Context: an optimization exercise on an open-source flow, tuned for small area. The choices shown serve that exercise and are no tape-out recipe. Function was not checked in any run shown here: the RTL went through the layout flow alone.

==> flow/design.v (outline; a module is shown in full before it is edited, if it fits) <==
// module pipelined_cordic: 723 lines
// module fa1: 4 lines
// module ha1: 4 lines
module pipelined_cordic(
    input Clk, Rst,
    input signed [15:0] x_in, y_in,
    output signed [15:0] magnitude,
    output signed [15:0] angle
);
  // ...
==> flow/run.sh <==
#!/bin/bash
# synth_recipe.tcl (not shown) runs the flow's synth.tcl, then flattens the netlist and writes it again
# the make line also repeats each setting of config.mk as NAME=value (left out here)
make -C /OpenROAD-flow-scripts/flow DESIGN_CONFIG=/design/flow/config.mk WORK_HOME=/design/flow/orfs CLKGATE_MAP_FILE= SYNTH_SCRIPT=/design/flow/synth_recipe.tcl finish
==> flow/config.mk <==
export PLATFORM = sky130hd
export DESIGN_NAME = pipelined_cordic
export DESIGN_NICKNAME = pipelined_cordic
export VERILOG_FILES = /design/flow/design.v
export SDC_FILE = /design/flow/constraint.sdc
export NUM_CORES = 4
export LEC_CHECK = 0
export CAP_MARGIN = 20
export CORE_MARGIN = 2
export CORE_UTILIZATION = 40
export CTS_BUF_LIST = sky130_fd_sc_hd__clkbuf_8
export CTS_CLUSTER_DIAMETER = 70
export CTS_CLUSTER_SIZE = 19
export PLACE_DENSITY = 0.6
export SLEW_MARGIN = 20
export SYNTH_HIERARCHICAL = 1
export SYNTH_MINIMUM_KEEP_SIZE = 0
==> flow/constraint.sdc <==
create_clock -name core_clock -period 4.5 [get_ports {Clk}]
set_input_delay 0.9000 -clock core_clock [delete_from_list [all_inputs] [get_ports {Clk}]]
set_output_delay 0.9000 -clock core_clock [all_outputs]
set_load 0.01 [all_outputs]
==> results.toml, run 1 <==
[finish]
syn_to_final_growth_pct = 9.67
drive_gt1_share_pct = 8.31
nClkBuffers = 44
buf_share_pct = 3.01
multi_input_area_share_pct = 43.0
multiInputGateArea_um2 = 10700
nNetsFinal = 2091

[global_routing]
grt_use_met2_pct = 23.6
grt_pass1_vias = 12148
grt_pass1_wl_um = 58100
grt_max_degree = 31

[synth]
synth_top_family_by_area = "adder cells"
yosys.area.top_type = "dfxtp_1"
mappedNetlistArea_um2 = 22600
synth_compound_area_share_pct = 2.69
synthTopCellsByCount = "dfxtp_1, fa_1, xnor2_1, ha_1, xor2_1"

[sta]
worst_pin_slew_ns = 0.754
hold_viol_final = 0

[outcome]
status = "complete, no violations"

[die]
die_y_um = 242
ios = 66

[clock_network]
clk_latency_ns = 0.62
clkSinkCount = 561
cts_tree = "built"

[placement]
place_congestion = 0.765

[hold_path]
min_from = "d9[6]$_DFF_P_"

[drt]
wl_um = 33200
wl_met1_um = 13400
avgViaCountPerCell = 4.37
==> run 2, diff against run 1 <==
--- a/flow/config.mk
+++ b/flow/config.mk
@@ -11,4 +11,4 @@
 export CTS_BUF_LIST = sky130_fd_sc_hd__clkbuf_8
-export CTS_CLUSTER_DIAMETER = 70
-export CTS_CLUSTER_SIZE = 19
+export CTS_CLUSTER_DIAMETER = 80
+export CTS_CLUSTER_SIZE = 16
 export PLACE_DENSITY = 0.6
==> run 2 against run 1 <==
Count of clock-buffer cells in the layout decreased by 1. Via count barely moved. Largest cell class unchanged. Synthesized cell count stayed put. Still clean. Register-to-register slack improved by 0.02 ns. Critical endpoint unchanged.
==> results.toml, run 2 <==
[critical_path]
path_class = "flip-flop to flip-flop"
crit_required_ns = 5.00
r2r_cells = 11
crit-reg2reg-launch = "x6[6]$_DFF_P_"
crit_arrival_ns = 4.82
reg2reg_to = "y7[9]$_DFF_P_"
crit_path_end_kind = "flip-flop"
reg2reg_slack_ns = 0.18
critPathLaunchType = "flip-flop"
cp_max_fo = 2

[synth]
synth.net_count = 2025
synthAdderAreaFrac_pct = 27.7
synth_compound_area_share_pct = 2.69
yosys.area_share.simple_pct = 3.00
synth-xor-area-share_pct = 9.46
ys_async_sr_fraction_pct = 6.42
synth-seq-area-share_pct = 50.5
yosys.cell_types.count = 54
synth_most_common_cell = "dfxtp_1"
mappedNetlistArea_um2 = 22600
synth_top_area_share_pct = 46.5
synthTopCellsByCount = "dfxtp_1, fa_1, xnor2_1, ha_1, xor2_1"
postSynthAreaPerCell_um2 = 13.9
yosys-mux-area-fraction_pct = 4.21
yosysWarnings = 7
synth-edff-count = 0
syn_inst = 1627
synth_top_family_by_area = "adder cells"
ys.flop_type = "dfxtp_1"
ys_seq_elements = 561
yosys.area.top_type = "dfxtp_1"
synthTopCellsByArea = "dfxtp_1, fa_1, ha_1"

[drt]
via_count = 10767
avgViaCountPerCell = 4.37
ant_nets = 0
routedWlPerCell_um = 13.5
first_pass_iters = 4
drt_iter0_drc = 289
wl_um = 33200
drc = 0

[clock_network]
ctsRootBufferMaster = "clkbuf_8"
path_clk_slew_ns = 0.10
cts_setup_buffers = 0
cts_resized = 0
cts_tree = "built"
clk_latency_ns = 0.63
cts_hold_buf = 0
clkSinkCount = 561
cts.htree.levels = 2
numCtsBuffers = 42
clk_path_buf_depth = 3

[sta]
worst_pin_slew_ns = 0.752
finalSetupViolations = 0
fmax_mhz = 231
hold_slack_ns = 0.328
hold_viol_final = 0
fin_skew_ns = 0.0338
max_slew_margin_pct = 49.8
period_needed_ns = 4.32
rsz0062_at_grt = "no"
timing.final.crit_share_pct = 96.1
maxSlewViolCount = 0
setup_slack_ns = 0.175

[die]
die_y_um = 242
start_util_pct = 40.2
core_area_um2 = 56200
die_x_um = 242
ios = 66
dieArea_um2 = 58400
placementRows = 87

[global_routing]
grt_pass1_wl_um = 58300
grt_max_degree = 31
track_usage_pct = 12.2
antenna_found_initial = 1
grt_pass1_vias = 12189
grt-ovfl-total = 0

[finish]
final_common_cell = "dfxtp_1"
nNetsFinal = 2095
layout_common_cells = "dfxtp_1, fa_1, xnor2_1, ha_1, xor2_1"
syn_to_final_growth_pct = 9.58
reg_top3 = "ang_r x16, y0 x16, y1 x16"
fill_cells = 5225
design_area_um2 = 24800
drive_gt1_share_pct = 8.26

[outcome]
status = "complete, no violations"

[flow_run]
max-cap-violations = 0

[placement]
place_congestion = 0.765
pre_cts_slack_ns = 0.0420
placed_area_um2 = 24100
dp_hpwl_um = 26400
port_buffers = 63

[hold_path]
hold_path.class = "flip-flop to flip-flop"
min_from = "d5[2]$_DFF_P_"
holdPathStages = 0
hold-path-endpoint = "d6[2]$_DFF_P_"
[run 2: kinds of logic (layout without fill, tap and decap cells)]
family          count (synthesis)  count (layout)
simple gates                  137             137
mux                            87              87
compound gates                 94              94
buf+inv                       139             219
fa+ha+maj                     364             364
flops                         561             561
other cells                     1               3
xor+xnor                      244             244
[run 2: critical path: stages, from the launching register on]
cell and delay (ns):
dfxtp_1 0.35, xnor2_1 0.15, fa_1 0.41, fa_1 0.39
fa_1 0.39, fa_1 0.40, fa_1 0.40, fa_1 0.40
fa_1 0.40, fa_1 0.40, fa_2 0.37, xnor2_2 0.14
[run 2: layout make-up]
class	instances	area (µm²)	share of cell area [%]
Antenna cell	2	5.00	0.0202
Clock buffer	43	592	2.39
Clock inverter	11	75.1	0.303
Inverter	87	327	1.32
Multi-Input combinational cell	927	10700	43.1
Sequential cell	561	11400	46.1
Tap cell	756	946	3.82
Timing Repair Buffer	78	747	3.02
[run 2: per-module statistics from Yosys, one instance, submodules excluded]
module	cells inside	cell area (µm²)	flip-flops and latches
pipelined_cordic	1319	17100	561
ha1	1	12.5	0
fa1	1	20.0	0
[run 2: through the flow]
| step | TNS (ns) | cells | utilization, % |
|---|---|---|---|
| 2_1_floorplan | -0.0153 | 1627 | - |
| 3_3_place_gp | 0 | 2409 | 42.9 |
| 3_5_place_dp | 0 | 2409 | 42.9 |
| 4_1_cts | 0 | 2463 | 44.0 |
| 5_1_grt | 0 | 2465 | 44.1 |
| 6_report | 0 | 2465 | 44.1 |
[run 2: worst max path at each step]
| stage | endpoint | start | depth (start not counted) | slack (ns) |
|---|---|---|---|---|
| 2_1_floorplan | y2[14]$_DFF_P_ | y1[15]$_DFF_P_ | 14 | -0.02 |
| 3_3_place_gp | y2[14]$_DFF_P_ | y1[15]$_DFF_P_ | 11 | 0.14 |
| 3_5_place_dp | y2[14]$_DFF_P_ | y1[15]$_DFF_P_ | 11 | 0.04 |
| 4_1_cts | y2[14]$_DFF_P_ | y1[15]$_DFF_P_ | 11 | 0.04 |
| 5_1_grt | y7[9]$_DFF_P_ | x6[6]$_DFF_P_ | 11 | 0.03 |
| 6_report | y7[9]$_DFF_P_ | x6[6]$_DFF_P_ | 11 | 0.18 |
[run 2: layer usage]
layer  global-route usage (%)  vias to the layer above  share of wire (%)
met3                     2.12                       46                3.1
li1                         -                     5339                  -
met1                     13.4                     5276                 40
met2                     23.7                      106                 55
met5                        0                        -                  0
met4                     3.59                        0                2.0
==> run 3, diff against run 2 <==
==> flow/flow/run.sh (new file) <==
#!/bin/bash
# Standard layout; the port buffers use the smallest buffer cell.
set -euo pipefail
export BUFFER_PORTS_ARGS="-buffer_cell sky130_fd_sc_hd__buf_1"
bash standard.sh > standard.log 2>&1
==> flow/standard.sh (new file) <==
#!/bin/bash
# synth_recipe.tcl (not shown) runs the flow's synth.tcl, then flattens the netlist and writes it again
# the make line also repeats each setting of config.mk as NAME=value (left out here)
make -C /OpenROAD-flow-scripts/flow DESIGN_CONFIG=/design/flow/config.mk WORK_HOME=/design/flow/orfs CLKGATE_MAP_FILE= SYNTH_SCRIPT=/design/flow/synth_recipe.tcl "${@:-finish}"
removed: flow/run.sh
==> run 3 against run 2 <==
Clock skew decreased by 0.0055 ns. Critical path type unchanged. Synthesized cell count unchanged. First-iteration DRC count fell by 22%. Worst hold slack worse by 0.0089 ns. Routed wire length shrank 0.19%. Non-clock buffer count is the same. Cell area shrank 1.6%. Register-to-register slack better by 0.04 ns.
==> results.toml, run 3 <==
[critical_path]
critPathSlowestCell = "fa_1"
path_cells = "xnor2_1 -> fa_1 -> fa_1 -> fa_1 -> fa_2 -> fa_1 -> fa_1 -> fa_1 -> fa_1 -> fa_1 -> xnor2_1"
crit_path_end_kind = "flip-flop"
cp_max_fo = 2
crit-reg2reg-launch = "x6[6]$_DFF_P_"
crit_arrival_ns = 4.77
critPathLaunchType = "flip-flop"
cp_slowest_stage_delay_ns = 0.41
path_class = "flip-flop to flip-flop"
cp-startpoint = "x6[6]$_DFF_P_"
crit_path_frequent_cell = "fa_1"
crit_required_ns = 4.99

[synth]
yosys.area.top_type = "dfxtp_1"
mappedNetlistArea_um2 = 22600
syn_inst = 1627
yosys.cell_types.count = 54
postSynthAreaPerCell_um2 = 13.9
ys_seq_elements = 561
ys.flop_type = "dfxtp_1"
synth_most_common_cell = "dfxtp_1"
synth_top_area_share_pct = 46.5
synth-edff-count = 0
synthTopCellsByCount = "dfxtp_1, fa_1, xnor2_1, ha_1, xor2_1"
synth-seq-area-share_pct = 50.5
synthTopCellsByArea = "dfxtp_1, fa_1, ha_1"
ys_async_sr_fraction_pct = 6.42
synth.net_count = 2025
yosysWarnings = 7

[die]
placementRows = 87
dieArea_um2 = 58400
ios = 66
die_y_um = 242
start_util_pct = 40.2
die_x_um = 242
core_area_um2 = 56200

[clock_network]
cts_hold_buf = 0
clk_latency_ns = 0.62
ctsRootBufferMaster = "clkbuf_8"
numCtsBuffers = 42
clk_path_buf_depth = 3
path_clk_slew_ns = 0.10
cts.htree.levels = 2
clkSinkCount = 561
cts_tree = "built"

[sta]
setup_tns_ns = 0
worst_pin_slew_ns = 0.695
timing.final.crit_share_pct = 95.2
max_slew_margin_pct = 53.6
fin_skew_ns = 0.0282
fmax_mhz = 234
hold_slack_ns = 0.319
period_needed_ns = 4.28
rsz0062_at_grt = "no"
hold_viol_final = 0
maxSlewViolCount = 0
finalSetupViolations = 0

[drt]
first_pass_iters = 6
ant_nets = 0
via_count = 10849
routedWlPerCell_um = 13.4
drt_iter0_drc = 226
drc = 0
wl_um = 33100
avgViaCountPerCell = 4.40

[placement]
placed_area_um2 = 23700
dp_hpwl_um = 26300
place_congestion = 0.765
port_buffers = 63

[finish]
nNetsFinal = 2095
ff_latch_area_um2 = 11400
drive_gt1_share_pct = 8.19
final_common_cell = "dfxtp_1"
reg_top3 = "ang_r x16, y0 x16, y1 x16"
diodes = 0
fill_cells = 5191
syn_to_final_growth_pct = 7.82
layout_common_cells = "dfxtp_1, fa_1, xnor2_1, ha_1, inv_1"
design_area_um2 = 24400
multiInputGateArea_um2 = 10700

[flow_run]
max-cap-violations = 0

[global_routing]
antenna_found_initial = 0
track_usage_pct = 12.0
grt_pass1_vias = 12229
grt-ovfl-total = 0
grt_max_degree = 37
grt_pass1_wl_um = 57800

[hold_path]
hold_path.class = "flip-flop to flip-flop"
min_from = "d8[0]$_DFF_P_"

[outcome]
status = "complete, no violations"
==> run 3: cell counts after synthesis <==
Identical to the previous run, type by type.
==> run 3: logic make-up (layout without fill, tap and decap cells) <==
group / Yosys count / count (layout) / share of synthesized area [%]
and+or+nand+nor: 137 / 137 / 3.00
buffers and inverters: 139 / 222 / 2.41
DFF: 561 / 561 / 50.5
adders and majority gates: 364 / 364 / 27.7
other: 1 / 1 / 0.0166
AOI/OAI and AO/OA: 94 / 94 / 2.69
muxes: 87 / 87 / 4.21
xor gates and xnor gates: 244 / 244 / 9.46
==> run 3: timing repair <==
item                                    CTS  global route
endpoints found under the setup margin    1             9
gates resized for setup                   1             5
buffers inserted                          0             0
==> run 3: Yosys stat by module, one instance, submodules excluded <==
module            times used  flops+latches
ha1                       88              0
pipelined_cordic           1            561
fa1                      220              0
==> run 3: path summary, 6_finish.rpt <==
path	end	slack (ns)	cells after the start
worst min register to register	d9[0]$_DFF_P_	0.32	0
min in group asynchronous	cnt[4]$_DFF_PP0_	0.33	3
worst min-delay path	d9[0]$_DFF_P_	0.32	0
max in group asynchronous	ang_r[3]$_DFF_PP0_	3.85	3
worst max-delay path	y7[9]$_DFF_P_	0.22	11
worst max register to register	y7[9]$_DFF_P_	0.22	11
==> run 3: area by class of cell <==
class / instances / area share, %
well taps: 756 / 3.88
inverters: 87 / 1.34
clock inverters: 14 / 0.349
flip-flops and latches: 561 / 46.8
repair buffers: 78 / 1.45
clock buffers: 43 / 2.43
multi-input cells: 927 / 43.7
==> run 3: worst max-delay path: cells and delay by family (launching register included) <==
kind                       cells  cell delay, ns
DFF                            1            0.35
adders and majority gates      9            3.52
xor gates and xnor gates       2            0.28
==> run 3: per-stage QoR <==
step	util [%]	setup WS [ns]	std cells
2_1_floorplan	-	-0.0153	1627
3_3_place_gp	42.2	0.136	2409
3_5_place_dp	42.2	0.0205	2409
4_1_cts	43.4	0.0588	2466
5_1_grt	43.4	0.0228	2466
6_report	43.4	0.218	2466
==> run 3: per-layer routing <==
metal / part of all wire (%) / track usage [%]
met1: 40 / 13.1
met2: 54 / 23.3
met3: 3.1 / 2.06
met4: 3.0 / 4.43
met5: 0 / 0

-- separate check: timing with driven ports --
The results above use ideal ports. As a check the final layouts listed here were re-extracted and re-timed, cells and wires unchanged. Step 1: set_driving_cell puts a clkbuf_16 on Clk and a buf_2 on each other input, an assumption about the parent block. Step 2 adds t to the input delays and takes it off the output delays; t is the mean of the earliest and latest rising clock arrival at the registers after step 1. Input paths then give back, and output paths get back, about the clock's delay inside the block. Slacks: no drivers / after step 1 / after step 2; pairs: no drivers / after step 1.
run | t (ns) | setup slack, ns | hold WS [ns] | clock arrival spread, ns | pins driven straight from the clock port
run 1 | 0.661 | 0.153 / 0.153 / 0.153 | 0.328 / 0.328 / 0.328 | 0.030 / 0.029 | 1
run 2 | 0.659 | 0.175 / 0.175 / 0.175 | 0.328 / 0.328 / 0.328 | 0.034 / 0.035 | 1
run 3 | 0.659 | 0.218 / 0.218 / 0.218 | 0.319 / 0.304 / 0.319 | 0.030 / 0.030 | 1
After both steps every run listed still meets setup and hold.
